Context: an optimization exercise on an open-source flow, tuned for small area. The choices shown serve that exercise and are no tape-out recipe.
Function was checked by simulation only, so behaviour that the tests miss may differ from the original.
Power figures rest on the tool's default switching activity, not on a simulated workload.

==> flow/run.sh <==
#!/bin/bash
# synth_recipe.tcl (not shown) runs the flow's synth.tcl, then flattens the netlist and writes it again
# the make line also repeats each setting of config.mk as NAME=value (left out here)
make -C /OpenROAD-flow-scripts/flow DESIGN_CONFIG=/design/flow/config.mk WORK_HOME=/design/flow/orfs CLKGATE_MAP_FILE= SYNTH_SCRIPT=/design/flow/synth_recipe.tcl finish
==> flow/config.mk <==
export PLATFORM = sky130hd
export DESIGN_NAME = breakthecode
export DESIGN_NICKNAME = breakthecode
export VERILOG_FILES = /design/flow/design.v
export SDC_FILE = /design/flow/constraint.sdc
export NUM_CORES = 4
export LEC_CHECK = 0
export CAP_MARGIN = 20
export CORE_MARGIN = 2
export CORE_UTILIZATION = 40
export SLEW_MARGIN = 20
==> flow/constraint.sdc <==
create_clock -name core_clock -period 10.0 [get_ports {clk}]
set_input_delay 2.0000 -clock core_clock [delete_from_list [all_inputs] [get_ports {clk}]]
set_output_delay 2.0000 -clock core_clock [all_outputs]
set_load 0.01 [all_outputs]
==> flow/design.v <==
module prbs_gen (
  input         clk,
  input         resetb,
  input         first,
  output [15:0] code
);
  function [10:0] adv;
    input [10:0] w;
    reg [11:0] n;
    integer i;
    begin
      n = {w, w[10] ^ w[8]};
      for (i = 1; i < 15; i = i + 1) n = {n[10:0], n[10] ^ n[8]};
      adv = n[10:0];
    end
  endfunction
  localparam [10:0] SEED_NEXT = adv(11'b111_1111_1110);
  reg  [10:0] q;
  wire        load = ~|q & ~first;
  always @(posedge clk or negedge resetb)
    if (!resetb) q <= 11'b0;
    else q <= load ? SEED_NEXT : adv(q);
  wire s4 = q[0] ^ q[9];
  wire s3 = q[1] ^ q[10];
  assign code = {q[10] ^ q[8], q[0], q[1], q[2], q[3], q[4], q[5], q[6], q[7], q[8], q[9], q[10],
                 s4, s3, q[2] ^ s4, q[3] ^ s3};
endmodule
`timescale 1ns / 1ps
module pulse_synchronizer(
    input clk,
    input in,
    output outb
    );
logic [1:0] ff_delay;
    always_ff @(posedge clk or posedge in)
      if (in) ff_delay <= 2'b00;
      else ff_delay <= {ff_delay[0],1'b1};
assign outb = ff_delay[1];
endmodule
module timer (
    input  wire        clk,
    input  wire        resetb,
    input  wire        enable,
    input  wire        reset_timer,
    output wire        timer_expires,
    output wire        zero,           
    output wire [16:0] digits          
    );
  localparam [2:0] PH_LAST = 5;
  localparam [2:0] PH_DEC  = 3'd6;
  localparam [2:0] PH_ZERO = 3'd7;
  reg [2:0]  ph;
  reg        h;
  reg [3:0]  t, u, d1, d0;
  wire dec  = (ph == PH_DEC);
  assign zero = (ph == PH_ZERO);
  wire hi_zero = ~h & (t == 4'd0) & (u == 4'd0) & (d1 == 4'd0);
  wire finished = ~zero & hi_zero & (d0 == {3'b000, dec});
  assign timer_expires = ~zero & hi_zero & (d0 == 4'd0);
  wire run = enable & ~finished;
  always @(posedge clk or negedge resetb)
    if (!resetb) ph <= PH_ZERO;
    else if (reset_timer) ph <= PH_ZERO;
    else if (run) ph <= (ph[2] & ph[1]) ? 3'd1 : ph + 3'd1;
    else if (ph[2] & ph[1]) ph <= 3'd0;
  wire b0 = (d0 == 4'd0);
  wire b1 = b0 & (d1 == 4'd0);
  wire b2 = b1 & (u == 4'd0);
  wire b3 = b2 & (t == 4'd0);
  always @(posedge clk)
    if (zero) begin
      h  <= 1'b1;
      t  <= 4'd8;
      u  <= 4'd0;
      d1 <= 4'd0;
      d0 <= 4'd0;
    end else if (dec) begin
      d0 <= b0 ? 4'd9 : d0 - 4'd1;
      if (b0) d1 <= (d1 == 4'd0) ? 4'd9 : d1 - 4'd1;
      if (b1) u  <= (u  == 4'd0) ? 4'd9 : u  - 4'd1;
      if (b2) t  <= (t  == 4'd0) ? 4'd9 : t  - 4'd1;
      if (b3) h  <= 1'b0;
    end
  assign digits = {h, t, u, d1, d0};
endmodule
module gameLogic(
    input             clk,
    input             resetb,
    input             start,
    input             confirmSel,
    input      [15:0] switches,
    input      [15:0] random_code,
    output            timer_enable,
    input             timer_expires,
    output            reset_timer,
    output reg [3:0]  correctCode,
    output reg [3:0]  correctLoc,
    output reg        gameStart
    );
 localparam [2:0] PRE0 = 3'd0, PRE1 = 3'd1, RUN1 = 3'd4, RUN = 3'd5, CHK = 3'd6, DONE = 3'd2;
 reg [2:0]  state;
 reg [15:0] breakcode;
 reg [3:0]  pend_code, pend_loc;
 assign reset_timer  = (state == RUN1);
 assign timer_enable = state[2];
 wire pregame = (state == PRE0) | (state == PRE1);
 wire running = (state == RUN1) | (state == RUN);
 reg [3:0] loc, found;
 integer i, j;
 always @* begin
   for (j = 0; j < 4; j = j + 1) begin
     loc[j] = (switches[4*j +: 4] == breakcode[4*j +: 4]);
     found[j] = 1'b0;
     for (i = 0; i < 4; i = i + 1)
       found[j] = found[j] | (switches[4*i +: 4] == breakcode[4*j +: 4]);
   end
 end
 always @(posedge clk) begin
   pend_loc  <= thermo(loc);
   pend_code <= thermo(found);
 end
 always @(posedge clk)
   if (pregame & start) begin
     if (state == PRE0) breakcode <= random_code;
   end else if (pregame & confirmSel) breakcode <= switches;
 wire check = (state == CHK) & ~timer_expires;
 always @(posedge clk or negedge resetb)
   if (!resetb) begin
     correctCode <= 4'b0000;
     correctLoc  <= 4'b0000;
     gameStart   <= 1'b0;
     state       <= PRE0;
   end else begin
     if (check) begin
       correctCode <= pend_code;
       correctLoc  <= pend_loc;
     end
     if (check) gameStart <= 1'b1;
     else if (start & (pregame | (state == DONE))) gameStart <= 1'b0;
     case (state)
       PRE0, PRE1:
         if (start) state <= RUN1;
         else if (confirmSel) state <= PRE1;
       RUN1, RUN:
         if (timer_expires) state <= DONE;
         else if (confirmSel) state <= CHK;
         else state <= RUN;
       CHK:
         if (timer_expires | pend_loc[3]) state <= DONE;
         else state <= RUN;
       DONE:
         if (start) state <= RUN1;
       default: state <= PRE0;
     endcase
   end
 function [3:0] thermo;
   input [3:0] v;
   thermo = {&v,
             (v[0] & v[1] & (v[2] | v[3])) | (v[2] & v[3] & (v[0] | v[1])),
             (v[0] & v[1]) | (v[2] & v[3]) | ((v[0] | v[1]) & (v[2] | v[3])),
             |v};
 endfunction
endmodule
module colorLEDDriver(
    input  clk,
    input  resetb,
    input  startgame,
    input  breakcode,
    output reg green,
    output reg red,
    output     blue
    );
    localparam PULSE_COUNT = 6;
    localparam PULSE_CNT_WIDTH = $clog2(PULSE_COUNT);
    reg [PULSE_CNT_WIDTH-1:0] pulse_cnt;
    assign blue = 1'b0;
    always @(posedge clk or negedge resetb)
      if (!resetb) begin
        pulse_cnt <= {PULSE_CNT_WIDTH{1'b0}};
        green <= 1'b0;
        red   <= 1'b0;
      end else if (startgame) begin
        if (pulse_cnt == PULSE_COUNT) begin
          pulse_cnt <= {PULSE_CNT_WIDTH{1'b0}};
          green <= breakcode & ~green;
          red   <= ~breakcode & ~red;
        end else pulse_cnt <= pulse_cnt + 1'b1;
      end
endmodule
module eightSegmentLEDdriver (
  input  wire        clk,
  input  wire        resetb,
  input  wire        zero,
  input  wire [16:0] digits,    
  output wire [7:0]  AN,
  output wire [7:0]  COUT
);
    localparam POSITION_CHANGE_CYCLE = 11;
    localparam POSITION_CNT_WIDTH = $clog2(POSITION_CHANGE_CYCLE);
    reg [POSITION_CNT_WIDTH-1:0] change_position_cnt;
    reg [2:0] digit_cnt;
    always @(posedge clk or negedge resetb)
      if (!resetb) begin
        change_position_cnt <= {POSITION_CNT_WIDTH{1'b0}};
        digit_cnt <= 3'b000;
      end else if (change_position_cnt == POSITION_CHANGE_CYCLE) begin
        change_position_cnt <= {POSITION_CNT_WIDTH{1'b0}};
        digit_cnt <= digit_cnt + 3'd1;
      end else change_position_cnt <= change_position_cnt + 1'b1;
    assign AN = ~(8'b1 << digit_cnt);
    reg [3:0] value;
    always @* begin
      case (digit_cnt)
        3'd0: value = digits[3:0];
        3'd1: value = digits[7:4];
        3'd2: value = digits[11:8];
        3'd3: value = digits[15:12];
        3'd4: value = {3'b000, digits[16]};
        default: value = 4'd0;
      endcase
      if (zero) value = 4'd0;
    end
    assign COUT = {seg(value), digit_cnt != 3'd2};
   function [6:0] seg;
     input [3:0] v;
     case (v)
        0: seg = 7'b0000001;
        1: seg = 7'b1001111;
        2: seg = 7'b0010010;
        3: seg = 7'b0000110;
        4: seg = 7'b1001100;
        5: seg = 7'b0100100;
        6: seg = 7'b0100000;
        7: seg = 7'b0001111;
        8: seg = 7'b0000000;
        9: seg = 7'b0001100;
        default: seg = 7'b1111111;
     endcase
   endfunction
endmodule
`timescale 1ns / 1ps
module breakthecode(
    input clk,
    input reset,
    input confirm,
    input start,
    input [15:0] switches,
    output [3:0] A,
    output [3:0] B,
    output [7:0] AN,
    output [7:0] CN,
    output red,
    output blue,
    output green
    );
wire [16:0] digits;
wire [15:0] random_code;
wire timer_expires;
wire timer_enable;
wire reset_timer;
wire zero;
wire reset_b;
wire confirm_b;
wire start_b;
wire gameStart;
pulse_synchronizer isync_reset   (.clk(clk), .in(reset), .outb (reset_b));
pulse_synchronizer isync_confirm (.clk(clk), .in(confirm), .outb (confirm_b));
pulse_synchronizer isync_start   (.clk(clk), .in(start), .outb (start_b));
timer i_timer (
    .clk           (clk),
    .resetb        (reset_b),
    .enable        (timer_enable),
    .reset_timer   (reset_timer),
    .timer_expires (timer_expires),
    .zero          (zero),
    .digits        (digits)
);
prbs_gen i_prbs_gen (
    .clk    (clk),
    .resetb (reset_b),
    .first  (zero),
    .code   (random_code)
);
gameLogic i_gameLogic (
     .clk           (clk),
     .resetb        (reset_b),
     .start         (~start_b),
     .confirmSel    (~confirm_b),
     .switches      (switches),
     .random_code   (random_code),
     .timer_enable  (timer_enable),
     .timer_expires (timer_expires),
     .reset_timer   (reset_timer),
     .correctCode   (A),
     .correctLoc    (B),
     .gameStart     (gameStart)
);
eightSegmentLEDdriver i_LEDDriver (
    .clk    (clk),
    .resetb (reset_b),
    .zero   (zero),
    .digits (digits),
    .AN     (AN),
    .COUT   (CN)
);
colorLEDDriver i_colorLEDDriver (
    .clk       (clk),
    .resetb    (reset_b),
    .startgame (gameStart),
    .breakcode (B[3]),
    .green     (green),
    .red       (red),
    .blue      (blue)
);
endmodule
==> flow_metrics.env <==
export IMPL_ir_drop_mv=0.0989
export IMPL_setup_violations=0
export IMPL_synth_area_um2=4810
export IMPL_wl_per_cell_um=14.9
export IMPL_syn_inst=487
export IMPL_finalClockSkew_ns=0.00877
export IMPL_synth_compound_area_frac=0.103
export IMPL_maxCapViolations=0
export IMPL_die_x_um=114
export IMPL_ff2ff_path_depth=7
export IMPL_core_um2=11900
export IMPL_grt_max_degree=39
export IMPL_place_gp_congestion=0.868
export IMPL_port_buffers=45
export IMPL_ys_types=58
export IMPL_cp_required_ns=8.00
export IMPL_cp_start_kind="flip-flop"
export IMPL_start_util=0.405
export IMPL_dr_pass1_iters=8
export IMPL_clock_sinks=85
export IMPL_outcome="complete, no violations"
export IMPL_post_route_util=0.474
export IMPL_relSlewSlack=0.493
export IMPL_hold_viol=0
export IMPL_power_frac_comb=0.306
export IMPL_place_inst=645
export IMPL_synth_xor_area_frac=0.157
export IMPL_synth_top_area_share=0.213
export IMPL_tightest_slew_ns=0.761
export IMPL_fmax_mhz=187
export IMPL_place_ws_ns=5.04
export IMPL_netlist_top_cell_by_area="dfrtp_1"
export IMPL_largest_register_ffs=16
export IMPL_top_register="i_gameLogic.breakcode"
export IMPL_drt_iter0_drc=248
export IMPL_synth_edf_count=16
export IMPL_drive_gt1_frac=0.105
export IMPL_yosysSeqAreaShare=0.434
export IMPL_rsz0062_at_grt="false"
export IMPL_syn2layout_area_growth_pct=16.8
export IMPL_period_share=0.535
export IMPL_ys_ff_latch=85
export IMPL_htreeDepth=3
export IMPL_p_seq_frac=0.417
export IMPL_hold_slack_ns=0.287
export IMPL_cts_buffers=9
export IMPL_post_cts_buffers=0
export IMPL_r2r_end="i_gameLogic.correctCode[0]$_DFFE_PN0P_"
export IMPL_leakage_nw=2.23
export IMPL_final_instance_count_excl_fill=661
export IMPL_clkTransAtPathRegs_ns=0.06
export IMPL_num_rows=40
export IMPL_cts_tree="built"
export IMPL_clock_latency_ns=0.33
export IMPL_powerDensity_nw_per_um2=228
export IMPL_async_reset_ff_frac=0.518
export IMPL_grt_pass1_vias=3212
export IMPL_clock_path_buffers=2
export IMPL_synthTopCellsByArea="dfrtp_1 21%, xnor2_1 11%, dfxtp_1 10%"
export IMPL_arrival_ns=3.35
export IMPL_synth_top_family_by_area="XOR/XNOR gates"
export IMPL_pin_count=47
export IMPL_dominantRegCellSynth="dfrtp_1"
export IMPL_dp_hpwl_um=7350
export IMPL_drtAntennaViolNets=0
export IMPL_vias=3455
export IMPL_synthMuxAreaShare=0.0601
export IMPL_top_regs="i_gameLogic.breakcode (16), i_prbs_gen.q (11)"
export IMPL_period_needed_ns=5.35
export IMPL_nNetsFinal=544
export IMPL_grt_pass1_wl_um=16200
export IMPL_cts_resized=0
export IMPL_layout_setup_ws_ns=4.65
export IMPL_yosys_warnings=6
export IMPL_crit_path_max_fanout=21
export IMPL_worst_r2r_startpoint="i_timer.ph[1]$_DFFE_PN1P_"
export IMPL_tns_ns=0
export IMPL_yosys_area_share_adder=0.0414
export IMPL_postCtsHoldBufs=0
export IMPL_cp_end_kind="output pin"
export IMPL_grt_usage=0.160
export IMPL_die_area_um2=12900
export IMPL_crit_type="reg2out"
export IMPL_p_clk_frac=0.277
export IMPL_grt_overflow=0
export IMPL_p_sw_frac=0.328
export IMPL_num_antenna_cells=0
export IMPL_drc_errors=0
export IMPL_routed_wl_um=9850
export IMPL_antenna_found_initial=0
export IMPL_p_switching_uw=420
export IMPL_via_per_inst=5.23
export IMPL_intPower_uw=858
export IMPL_clockRootBuffer="clkbuf_16"
export IMPL_hp_class="reg2async"
export IMPL_synth_simple_area_share=0.149
export IMPL_final_max_slew_viol_count=0
export IMPL_avgSynthCellArea_um2=9.87
export IMPL_reg2reg_slack_ns=7.34
export IMPL_die_height_um=114
-- how the worst max path moves through the flow --
stage	cells after the start	endpoint	slack [ns]	start
2_1_floorplan	11	CN[4]	5.81	i_LEDDriver.digit_cnt[2]$_DFFE_PN0N_
3_3_place_gp	9	CN[4]	5.10	i_timer.ph[1]$_DFFE_PN1P_
3_5_place_dp	9	CN[4]	5.04	i_timer.ph[1]$_DFFE_PN1P_
4_1_cts	9	CN[4]	4.66	i_timer.ph[1]$_DFFE_PN1P_
5_1_grt	9	CN[4]	4.48	i_timer.ph[1]$_DFFE_PN1P_
6_report	9	CN[4]	4.65	i_timer.ph[1]$_DFFE_PN1P_
-- power groups by stage --
stage | Clock (mW) | Combinational (mW) | Sequential, mW
after floorplan | 0 | 0.307 | 0.506
after global placement | 0 | 0.383 | 0.534
after detailed placement | 0 | 0.391 | 0.539
after CTS | 0.364 | 0.395 | 0.532
after global routing | 0.380 | 0.440 | 0.547
final | 0.354 | 0.391 | 0.533
-- layout by cell type, fill, tap and decap left out, types with 3 or more instances in the layout --
cell type        count
a222oi_1             3
nor4_2               3
dfxtp_1             25
nor4_1               9
nor3_1               4
a21o_1               4
dfstp_2              3
and4_1               3
mux2i_1              3
clkbuf_16            9
nand3_1              8
dfrtp_1             41
o21ai_0             22
ha_1                15
xnor2_1             58
nand2b_1             7
nor2_1              23
mux2_2              23
nor2b_1              3
inv_1               20
conb_1               4
nand4_1             17
xor2_1              28
a21oi_1             26
o31ai_1              3
a31oi_1              3
nand2_1             41
buf_4                3
edfxtp_1            16
clkdlybuf4s50_1     45
or4_1                3
-- worst max-delay path, stage by stage (launching register included) --
cell             delay (ns)
dfstp_2                0.58
ha_1                   0.16
ha_1                   0.65
a21oi_1                0.21
nand2_1                0.23
ha_1                   0.26
nand2_1                0.09
o22ai_1                0.09
a2bb2oi_1              0.17
clkdlybuf4s50_1        0.56
-- per-layer routing --
layer  global-route usage  vias to the layer above  share of wire
met5                    0                        -              0
met4               0.0512                        0          0.014
met3               0.0287                       11          0.033
met2                0.252                       57           0.48
met1                0.224                     1662           0.48
li1                     -                     1725              -
-- stage by stage --
step	area, um^2	power (mW)
after floorplan	4820	0.813
after global placement	5290	0.917
after detailed placement	5290	0.930
after CTS	5620	1.29
after global routing	5620	1.37
final	5620	1.28
-- cell type report --
cell class	count	area [um^2]
clock buffers	10	239
clock inverters	6	86.3
fillers	1097	6240
inverters	20	75.1
multi-input cells	345	2470
flip-flops and latches	85	2090
well taps	147	184
repair buffers	48	473
-- synth_stat cells (3+ instances only) --
library cell	number
o21ai_0	22
buf_2	17
buf_4	3
mux2_2	23
dfxtp_1	25
xor2_1	28
nor3_1	4
edfxtp_1	16
nand3_1	8
nand2_1	41
ha_1	15
nor2_1	23
inv_1	20
a21o_1	4
and4_1	3
a21oi_1	26
dfstp_2	3
nand4_1	17
or4_1	3
mux2i_1	3
a222oi_1	3
nor2b_1	3
xnor2_1	58
nor4_2	3
o31ai_1	3
clkbuf_1	17
a31oi_1	3
nor4_1	9
dfrtp_1	41
nand2b_1	7
-- cell families (layout without fill, tap and decap cells) --
family | after synthesis | after routing
DFF | 85 | 85
other | 2 | 4
muxes | 26 | 26
AOI/OAI and AO/OA | 81 | 81
and+or+nand+nor | 132 | 132
xor gates and xnor gates | 86 | 86
buffers and inverters | 59 | 84
adders and majority gates | 16 | 16

separate check: timing with driven ports:
No port has a modelled driver above. Below, the same layout with a new extraction and two added sets of constraints.
Step 1: set_driving_cell puts a clkbuf_16 on clk and a buf_2 on each other input, an assumption about the parent block.
Step 2 times the ports against the registers' clock, not the clock port: input delays grow and output delays shrink by t, the midpoint of the rising clock arrivals with the driver on.
Slacks: ideal ports / drivers / drivers and shift; pairs: ideal ports / drivers.
t, ns: 0.368
setup WS [ns]: 4.654 / 4.616 / 4.984
worst setup path after step 2: register to output
latest minus earliest clock arrival (ns): 0.009 / 0.009
After both steps setup and hold are still met in this run. The setup slack of this run moves by -0.038 ns with the drivers and by +0.330 ns with both steps.
